This is an optimization exercise on Yosys and OpenROAD, whose aim is small area, not a production implementation.
Only simulation tests tie the RTL to the original design; equivalence was not proved.

Setup of P:
## rgb_to_ycrcb
module rgb_to_ycrcb(input clk,
	input [7:0] r,
	input [7:0] g,
	input [7:0] b,
	output [7:0] y,
	output [7:0] cr,
	output [7:0] cb);
Settings: LEC_CHECK=0, CAP_MARGIN=20, CORE_MARGIN=2, CORE_UTILIZATION=40, SLEW_MARGIN=20, SYNTH_HIERARCHICAL=1, SYNTH_MINIMUM_KEEP_SIZE=0; clock period 5.0 ns.
standard.sh (not shown) runs the stock make flow with config.mk's settings and CLKGATE_MAP_FILE= SYNTH_SCRIPT=/design/flow/synth_recipe.tcl, a recipe that flattens the netlist after the stock synthesis.
==> flow/flow/run.sh <==
#!/bin/bash
bash standard.sh > standard.log 2>&1
Here is what was changed in the inputs of S compared with P.
==> flow/flow/run.sh <==
#!/bin/bash
bash standard.sh "BUFFER_PORTS_ARGS=-buffer_cell sky130_fd_sc_hd__buf_1" finish > standard.log 2>&1
Results
S has completed all stages; timing, DRC and antenna checks passed.
What P reported for detailed route wirelength on metal3 has to be multiplied by 0.879 to get the figure for S.
The layout overhead on the synthesized area of S is lower than that of P.
Diff P -> S: cell area decreased 5.4%, fmax increased about 0.65%.
Measured against each other, P and S differ in peak fanout along the critical path, the lower figure coming from P.
Per the comparison of S with P, number of violations of the max-capacitance limit shows no meaningful change; via count -1.3%; worst setup slack now larger.

========
rgb_to_ycrcb, a different RTL version from the one above (not shown whole).
Size in the first run: ~85 flip-flops, about 4900 µm² of cells after synthesis.
export LEC_CHECK = 0
export CAP_MARGIN = 20
export CORE_MARGIN = 2
export CORE_UTILIZATION = 60
export PLACE_DENSITY = 0.7
export SLEW_MARGIN = 20
export SYNTH_HIERARCHICAL = 1
export SYNTH_MINIMUM_KEEP_SIZE = 0
create_clock -name core_clock -period 5.0 [get_ports {clk}]
==> flow/flow/run.sh <==
#!/bin/bash
bash standard.sh "BUFFER_PORTS_ARGS=-buffer_cell sky130_fd_sc_hd__buf_1" \
  "CTS_ARGS=-sink_clustering_enable -repair_clock_nets -dont_use_dummy_load -root_buf sky130_fd_sc_hd__clkbuf_8 -buf_list sky130_fd_sc_hd__clkbuf_4 -sink_clustering_size 20 -sink_buffer_max_cap_derate 1.0" \
  GPL_KEEP_OVERFLOW=0 finish > standard.log 2>&1
Next try:
==> flow/flow/run.sh (replaced) <==
#!/bin/bash
bash standard.sh "BUFFER_PORTS_ARGS=-buffer_cell sky130_fd_sc_hd__buf_1" \
  "CTS_ARGS=-sink_clustering_enable -repair_clock_nets -dont_use_dummy_load -buf_list {sky130_fd_sc_hd__clkbuf_4 sky130_fd_sc_hd__clkbuf_8} -sink_clustering_size 20" \
  GPL_KEEP_OVERFLOW=0 finish > standard.log 2>&1
After rerunning: Cell count stays the same. Count of clock-buffer cells in the layout does not change. Register-to-register slack hardly moves. Setup slack is unchanged. Sequential share of layout area stays the same.

========
## the baseline
Another version of the RTL of rgb_to_ycrcb (not shown whole).
Size in the first run: about 87 flip-flops, about 49 I/O pins.
Settings: LEC_CHECK=0, CAP_MARGIN=20, CORE_MARGIN=2, CORE_UTILIZATION=70, PLACE_DENSITY=0.8, SLEW_MARGIN=20, SYNTH_HIERARCHICAL=1, SYNTH_MINIMUM_KEEP_SIZE=0; clock period 5.0 ns.
==> flow/flow/run.sh <==
#!/bin/bash
bash standard.sh "BUFFER_PORTS_ARGS=-buffer_cell sky130_fd_sc_hd__buf_1" \
  "CTS_ARGS=-sink_clustering_enable -repair_clock_nets -dont_use_dummy_load -buf_list {sky130_fd_sc_hd__clkbuf_8 sky130_fd_sc_hd__clkbuf_16} -sink_clustering_size 45 -sink_clustering_max_diameter 200" \
  finish > standard.log 2>&1
Inputs modified between the baseline and the candidate:
==> flow/flow/run.sh <==
#!/bin/bash
bash standard.sh "BUFFER_PORTS_ARGS=-buffer_cell sky130_fd_sc_hd__buf_1" \
  "CTS_ARGS=-sink_clustering_enable -repair_clock_nets -dont_use_dummy_load -buf_list {sky130_fd_sc_hd__clkbuf_4 sky130_fd_sc_hd__clkbuf_8} -sink_clustering_size 20" \
  finish > standard.log 2>&1
### Flow results
Per the comparison of the candidate with the baseline, clock latency of the later-clocked register in the worst-skew pair roughly the same, clock skew roughly the same, CTS clock-pin slew for the worst setup and hold paths roughly the same.
Initial standard-cell utilization of the core came out exactly the same in the baseline and the candidate.
Diff the baseline..the candidate | relative area of non-clock buffer cells in the final design | negligible
On setup TNS, the candidate tracks the baseline almost exactly.
Post-route cell area came out exactly the same in the baseline and the candidate.
Worst hold slack after final layout came out exactly the same in the baseline and the candidate.

-- re-timing with driven ports --
How much do the figures lean on ideal ports? The routed layouts below were timed once more, with nothing changed but the port constraints. Step 1 sets driving cells, clkbuf_16 on the clock port and buf_2 on the other inputs (assumed; they add their load-dependent delay and slew). Step 2, shift: input delay + t, output delay - t, t = (earliest + latest rising clock arrival at the registers) / 2. This alone moves slack from input paths to output paths. a / b / c = ideal / step 1 / step 2; a / b = the first two.
run	t (ns)	slack for setup (ns)	worst hold slack (ns)	worst setup path at the end
P	0.374	0.184 / 0.184 / 0.184	0.418 / 0.418 / 0.418	register to register
S	0.377	0.215 / 0.215 / 0.215	0.420 / 0.420 / 0.420	register to register
the first run of note 2	0.369	0.242 / 0.242 / 0.060	0.325 / 0.325 / 0.325	input to register
the second run of note 2	0.369	0.242 / 0.242 / 0.060	0.325 / 0.325 / 0.325	input to register
the baseline	0.363	0.403 / 0.404 / 0.040	0.328 / 0.328 / 0.328	input to register
the candidate	0.363	0.403 / 0.404 / 0.040	0.328 / 0.328 / 0.328	input to register
After both steps every run listed still meets setup and hold.
